This design comes from an exercise in tuning for small area and a short achievable clock period on the open sky130 flow, not from production work. In this exercise RTL edits were held to simulation tests only and were not proved equivalent to the original.

==> inputs of run a <==
==> flow/design.v <==
module Master (
    input  wire pclk,
    input  wire presetn,
    input  wire transfer,
    output wire acc
);
    reg [1:0] st;
    always @(posedge pclk or negedge presetn) begin
        if (!presetn)
            st <= 2'b00;
        else case (st)
            2'b00:   st <= {1'b0, transfer};           
            2'b01:   st <= 2'b10;                      
            2'b10:   st <= 2'b11;                      
            default: st <= transfer ? 2'b11 : 2'b00;   
        endcase
    end
    assign acc = st[1];
endmodule
module Slave (
    input  wire        pclk,
    input  wire        presetn,
    input  wire        acc,
    input  wire        rw,
    input  wire [6:0]  addr,
    input  wire [31:0] wdata,
    output reg  [31:0] prdata
);
    reg [31:0] mem [0:127];
    wire wr = acc & rw;
    wire rd = acc & ~rw;
    wire [7:0]  plo = 8'b1 << addr[2:0];
    wire [15:0] phi = 16'b1 << addr[6:3];
    wire [15:0] phw = phi & {16{wr}};
    wire [15:0] phr = phi & {16{rd}};
    wire [127:0] rsel;
    genvar i, b, g;
    generate
        for (i = 0; i < 128; i = i + 1) begin : g_word
            assign rsel[i] = plo[i % 8] & phr[i / 8];
            always @(posedge pclk)
                if (plo[i % 8] && phw[i / 8])
                    mem[i] <= wdata;
        end
    endgenerate
    wire [31:0] nxt;
    generate
        for (b = 0; b < 32; b = b + 1) begin : g_bit
            wire [42:0] y;
            for (g = 0; g < 42; g = g + 1) begin : g_aoi
                AOI222 u (.a0(mem[3*g][b]), .s0(rsel[3*g]),
                          .a1(mem[3*g+1][b]), .s1(rsel[3*g+1]),
                          .a2(mem[3*g+2][b]), .s2(rsel[3*g+2]), .y(y[g]));
            end
            AOI222 u_last (.a0(mem[126][b]), .s0(rsel[126]),
                           .a1(mem[127][b]), .s1(rsel[127]),
                           .a2(prdata[b]), .s2(~rd), .y(y[42]));
            wire [10:0] z;
            for (g = 0; g < 10; g = g + 1) begin : g_nand
                NAND4 u (.a(y[4*g]), .b(y[4*g+1]), .c(y[4*g+2]), .d(y[4*g+3]), .y(z[g]));
            end
            NAND3 u_n3 (.a(y[40]), .b(y[41]), .c(y[42]), .y(z[10]));
            wire [2:0] w;
            NOR4 u_o0 (.a(z[0]), .b(z[1]), .c(z[2]),  .d(z[3]), .y(w[0]));
            NOR4 u_o1 (.a(z[4]), .b(z[5]), .c(z[6]),  .d(z[7]), .y(w[1]));
            NOR3 u_o2 (.a(z[8]), .b(z[9]), .c(z[10]), .y(w[2]));
            NAND3 u_f (.a(w[0]), .b(w[1]), .c(w[2]), .y(nxt[b]));
        end
    endgenerate
    always @(posedge pclk or negedge presetn) begin
        if (!presetn)
            prdata <= 32'b0;
        else
            prdata <= nxt;
    end
endmodule
module AOI222 (input wire a0, s0, a1, s1, a2, s2, output wire y);
    assign y = ~((a0 & s0) | (a1 & s1) | (a2 & s2));
endmodule
module NAND4 (input wire a, b, c, d, output wire y);
    assign y = ~(a & b & c & d);
endmodule
module NAND3 (input wire a, b, c, output wire y);
    assign y = ~(a & b & c);
endmodule
module NOR4 (input wire a, b, c, d, output wire y);
    assign y = ~(a | b | c | d);
endmodule
module NOR3 (input wire a, b, c, output wire y);
    assign y = ~(a | b | c);
endmodule
module Top #(parameter DATA = 32, ADDR = 32)(
    input  wire             pclk,
    input  wire             presetn,
    input  wire             transfer,
    input  wire             rw,
    input  wire [ADDR-1:0]  addr_in,
    input  wire [DATA-1:0]  data_in,
    output wire [DATA-1:0]  prdata
);
    wire acc;
    Master master_inst (
        .pclk    (pclk),
        .presetn (presetn),
        .transfer(transfer),
        .acc     (acc)
    );
    Slave slave_inst (
        .pclk   (pclk),
        .presetn(presetn),
        .acc    (acc),
        .rw     (rw),
        .addr   (addr_in[6:0]),
        .wdata  (data_in),
        .prdata (prdata)
    );
endmodule
==> flow/run.sh <==
#!/bin/bash
# synth_recipe.tcl (not shown) runs the flow's synth.tcl, then flattens the netlist and writes it again
# the make line also repeats each setting of config.mk as NAME=value (left out here)
make -C /OpenROAD-flow-scripts/flow DESIGN_CONFIG=/design/flow/config.mk WORK_HOME=/design/flow/orfs CLKGATE_MAP_FILE= SYNTH_SCRIPT=/design/flow/synth_recipe.tcl finish
==> flow/config.mk <==
export PLATFORM = sky130hd
export DESIGN_NAME = Top
export DESIGN_NICKNAME = Top
export VERILOG_FILES = /design/flow/design.v
export SDC_FILE = /design/flow/constraint.sdc
export NUM_CORES = 4
export LEC_CHECK = 0
export CAP_MARGIN = 20
export CELL_PAD_IN_SITES_DETAIL_PLACEMENT = 1
export CELL_PAD_IN_SITES_GLOBAL_PLACEMENT = 1
export CORE_MARGIN = 2
export CORE_UTILIZATION = 50
export CTS_CLUSTER_DIAMETER = 100
export CTS_CLUSTER_SIZE = 25
export PLACE_DENSITY = 0.6
export SETUP_SLACK_MARGIN = 5
export SLEW_MARGIN = 20
export SYNTH_HIERARCHICAL = 1
export SYNTH_MINIMUM_KEEP_SIZE = 0
==> flow/constraint.sdc <==
create_clock -name core_clock -period 9.0 [get_ports {pclk}]
set_input_delay 1.8000 -clock core_clock [delete_from_list [all_inputs] [get_ports {pclk}]]
set_output_delay 1.8000 -clock core_clock [all_outputs]
set_load 0.01 [all_outputs]
==> inputs of run b, as changes to run a <==
--- a/flow/design.v
+++ b/flow/design.v
@@ -29,17 +29,19 @@
     reg [31:0] mem [0:127];
     wire wr = acc & rw;
     wire rd = acc & ~rw;
-    wire [7:0]  plo = 8'b1 << addr[2:0];
-    wire [15:0] phi = 16'b1 << addr[6:3];
-    wire [15:0] phw = phi & {16{wr}};
-    wire [15:0] phr = phi & {16{rd}};
-    wire [127:0] rsel;
+    wire [7:0]  plo, plo_w;
+    wire [15:0] phi, phi_w;
+    PREDEC u_pr (.addr(addr), .lo(plo),   .hi(phi));
+    PREDEC u_pw (.addr(addr), .lo(plo_w), .hi(phi_w));
+    wire [127:0] rsel, rsel_h, wsel;
     genvar i, b, g;
     generate
         for (i = 0; i < 128; i = i + 1) begin : g_word
-            assign rsel[i] = plo[i % 8] & phr[i / 8];
+            AND3 u_r (.a(plo[i % 8]), .b(phi[i / 8]), .c(rd), .y(rsel[i]));
+            AND3 u_rh (.a(plo[i % 8]), .b(phi[i / 8]), .c(rd), .y(rsel_h[i]));
+            AND3 u_w (.a(plo_w[i % 8]), .b(phi_w[i / 8]), .c(wr), .y(wsel[i]));
             always @(posedge pclk)
-                if (plo[i % 8] && phw[i / 8])
+                if (wsel[i])
                     mem[i] <= wdata;
         end
     endgenerate
@@ -47,23 +49,24 @@
     generate
         for (b = 0; b < 32; b = b + 1) begin : g_bit
             wire [42:0] y;
+            wire [127:0] rs = (b < 16) ? rsel : rsel_h;
             for (g = 0; g < 42; g = g + 1) begin : g_aoi
-                AOI222 u (.a0(mem[3*g][b]), .s0(rsel[3*g]),
-                          .a1(mem[3*g+1][b]), .s1(rsel[3*g+1]),
-                          .a2(mem[3*g+2][b]), .s2(rsel[3*g+2]), .y(y[g]));
+                AOI222 u (.a0(mem[3*g][b]), .s0(rs[3*g]),
+                          .a1(mem[3*g+1][b]), .s1(rs[3*g+1]),
+                          .a2(mem[3*g+2][b]), .s2(rs[3*g+2]), .y(y[g]));
             end
-            AOI222 u_last (.a0(mem[126][b]), .s0(rsel[126]),
-                           .a1(mem[127][b]), .s1(rsel[127]),
+            AOI222 u_last (.a0(mem[126][b]), .s0(rs[126]),
+                           .a1(mem[127][b]), .s1(rs[127]),
                            .a2(prdata[b]), .s2(~rd), .y(y[42]));
             wire [10:0] z;
-            for (g = 0; g < 10; g = g + 1) begin : g_nand
-                NAND4 u (.a(y[4*g]), .b(y[4*g+1]), .c(y[4*g+2]), .d(y[4*g+3]), .y(z[g]));
+            for (g = 0; g < 10; g = g + 1) begin : g_and
+                AND4 u (.a(y[4*g]), .b(y[4*g+1]), .c(y[4*g+2]), .d(y[4*g+3]), .y(z[g]));
             end
-            NAND3 u_n3 (.a(y[40]), .b(y[41]), .c(y[42]), .y(z[10]));
+            AND3 u_a3 (.a(y[40]), .b(y[41]), .c(y[42]), .y(z[10]));
             wire [2:0] w;
-            NOR4 u_o0 (.a(z[0]), .b(z[1]), .c(z[2]),  .d(z[3]), .y(w[0]));
-            NOR4 u_o1 (.a(z[4]), .b(z[5]), .c(z[6]),  .d(z[7]), .y(w[1]));
-            NOR3 u_o2 (.a(z[8]), .b(z[9]), .c(z[10]), .y(w[2]));
+            AND4 u_w0 (.a(z[0]), .b(z[1]), .c(z[2]),  .d(z[3]), .y(w[0]));
+            AND4 u_w1 (.a(z[4]), .b(z[5]), .c(z[6]),  .d(z[7]), .y(w[1]));
+            AND3 u_w2 (.a(z[8]), .b(z[9]), .c(z[10]), .y(w[2]));
             NAND3 u_f (.a(w[0]), .b(w[1]), .c(w[2]), .y(nxt[b]));
         end
     endgenerate
@@ -77,17 +80,18 @@
 module AOI222 (input wire a0, s0, a1, s1, a2, s2, output wire y);
     assign y = ~((a0 & s0) | (a1 & s1) | (a2 & s2));
 endmodule
-module NAND4 (input wire a, b, c, d, output wire y);
-    assign y = ~(a & b & c & d);
+module AND4 (input wire a, b, c, d, output wire y);
+    assign y = a & b & c & d;
+endmodule
+module AND3 (input wire a, b, c, output wire y);
+    assign y = a & b & c;
 endmodule
 module NAND3 (input wire a, b, c, output wire y);
     assign y = ~(a & b & c);
 endmodule
-module NOR4 (input wire a, b, c, d, output wire y);
-    assign y = ~(a | b | c | d);
-endmodule
-module NOR3 (input wire a, b, c, output wire y);
-    assign y = ~(a | b | c);
+module PREDEC (input wire [6:0] addr, output wire [7:0] lo, output wire [15:0] hi);
+    assign lo = 8'b1 << addr[2:0];
+    assign hi = 16'b1 << addr[6:3];
 endmodule
 module Top #(parameter DATA = 32, ADDR = 32)(
     input  wire             pclk,
==> flow/flow/run.sh (new file) <==
#!/bin/bash
set -euo pipefail
bash standard.sh \
  SETUP_SLACK_MARGIN=6 \
  "BUFFER_PORTS_ARGS=-buffer_cell sky130_fd_sc_hd__buf_4" \
  finish > flow_make.log 2>&1
==> flow/standard.sh (new file) <==
#!/bin/bash
# synth_recipe.tcl (not shown) runs the flow's synth.tcl, then flattens the netlist and writes it again
# the make line also repeats each setting of config.mk as NAME=value (left out here)
make -C /OpenROAD-flow-scripts/flow DESIGN_CONFIG=/design/flow/config.mk WORK_HOME=/design/flow/orfs CLKGATE_MAP_FILE= SYNTH_SCRIPT=/design/flow/synth_recipe.tcl "${@:-finish}"
CELL_PAD_IN_SITES_DETAIL_PLACEMENT = 0   (was 1)
CELL_PAD_IN_SITES_GLOBAL_PLACEMENT = 0   (was 1)
CORE_UTILIZATION = 66   (was 50)
PLACE_DENSITY = 0.75   (was 0.6)
SETUP_SLACK_MARGIN = not set   (was 5)
removed: flow/run.sh
==> inputs of run c, as changes to run a <==
CORE_UTILIZATION = 60   (was 50)
PLACE_DENSITY = 0.7   (was 0.6)
==> results.cfg <==
[cells_and_area]
n_all_buffers = 562
area_growth_pct = 12.4
antenna-diode-count = 18
register_area_sq_um = 124000

[die]
rows = 196

[logic_synthesis]
synth.top_cell.area_share_pct = 85.9
avgSynthCellArea_sq_um = 22.5
synth_area_leaders = sky130_fd_sc_hd__edfxtp_1 86%, sky130_fd_sc_hd__a222oi_1 9.6%, sky130_fd_sc_hd__nand4_1 1.4%, sky130_fd_sc_hd__nor3_1 0.79%, sky130_fd_sc_hd__dfrtp_1 0.59%
synth.net_count = 6425

[setup_path]
setup.reg_to_reg.worst_slack_ns = 5.19
r2r_end = slave_inst.prdata[19]
critical_path.cell_chain = buf_6 > nand4bb_4 > buf_12 > buf_12 > buf_4 > nor3_2 > buf_6 > a222oi_1 > nand4_1 > nor4_4 > nand3_1
critical_path.max_fanout = 32

[pwr]
power.internal_uw = 25500
leakage_uw = 0.0496
power.switching_fraction_pct = 21.6

[outcome]
outcome = timing/DRC/antenna clean

[placement]
detailed_place.area_sq_um = 153000

[clock_network]
numCtsBuffers = 187
-- figures above: run a

==> results.cfg <==
[outcome]
outcome = timing/DRC/antenna clean

[worst_hold_path]
hold_critical_path_endpoint = master_inst.st[0]

[cells_and_area]
area_growth_pct = 11.2
register_area_sq_um = 124000
antenna-diode-count = 16
n_all_buffers = 371

[setup_path]
r2r_end = slave_inst.mem[43][20]
setup.reg_to_reg.worst_slack_ns = 5.61
critical_path.max_fanout = 32
critical_path.cell_chain = bufbuf_16 > and3b_1 > buf_4 > and3_2

[die]
rows = 171

[logic_synthesis]
synth.net_count = 6508
avgSynthCellArea_sq_um = 22.5

[pwr]
power.switching_fraction_pct = 21.5

[clock_network]
numCtsBuffers = 183

[placement]
detailed_place.area_sq_um = 150000
-- figures above: run b

==> results.cfg <==
[cells_and_area]
area_growth_pct = 12.0
antenna-diode-count = 14
n_all_buffers = 588
register_area_sq_um = 124000

[pwr]
power.internal_uw = 25400
leakage_uw = 0.0498

[setup_path]
setup.reg_to_reg.worst_slack_ns = 5.04
r2r_end = slave_inst.prdata[25]
critical_path.cell_chain = buf_6 > nand2b_4 > buf_12 > nor3_4 > clkbuf_16 > buf_6 > a222oi_1 > nand4_1 > nor4_4 > nand3_1
critical_path.max_fanout = 15

[placement]
detailed_place.area_sq_um = 152000

[logic_synthesis]
synth_area_leaders = sky130_fd_sc_hd__edfxtp_1 86%, sky130_fd_sc_hd__a222oi_1 9.6%, sky130_fd_sc_hd__nand4_1 1.4%, sky130_fd_sc_hd__nor3_1 0.79%, sky130_fd_sc_hd__dfrtp_1 0.59%
synth.net_count = 6425
synth.top_cell.area_share_pct = 85.9

[clock_network]
numCtsBuffers = 183

[outcome]
outcome = timing/DRC/antenna clean
-- figures above: run c

-- what the ideal ports hide --
Ports are ideal in the flow. The routed layouts listed here were re-timed in OpenROAD. Step 1, drivers: a clkbuf_16 drives pclk and a buf_2 each remaining input, both assumed. Step 2 moves the port delays by t, midway between the first and last clock arrival at a register: inputs arrive t later, outputs are due t later. That takes back most of the time a late clock gives input paths. a / b / c = no drivers / after step 1 / after step 2; a / b = the first two.
| run | shift t [ns] | slack for setup (ns) | worst setup path at the end | slew at the worst register clock pin (ns) |
|---|---|---|---|---|
| run a | 1.000 | 4.837 / 4.723 / 3.722 | input to register | 0.11 / 0.11 |
| run b | 0.976 | 5.328 / 5.113 / 4.136 | input to register | 0.11 / 0.11 |
| run c | 0.990 | 4.825 / 4.719 / 3.729 | input to register | 0.12 / 0.12 |
After both steps every run listed still meets setup and hold. For run b, which loses most, drivers alone change the setup slack by -0.215 ns; drivers and shift together by -1.192 ns.
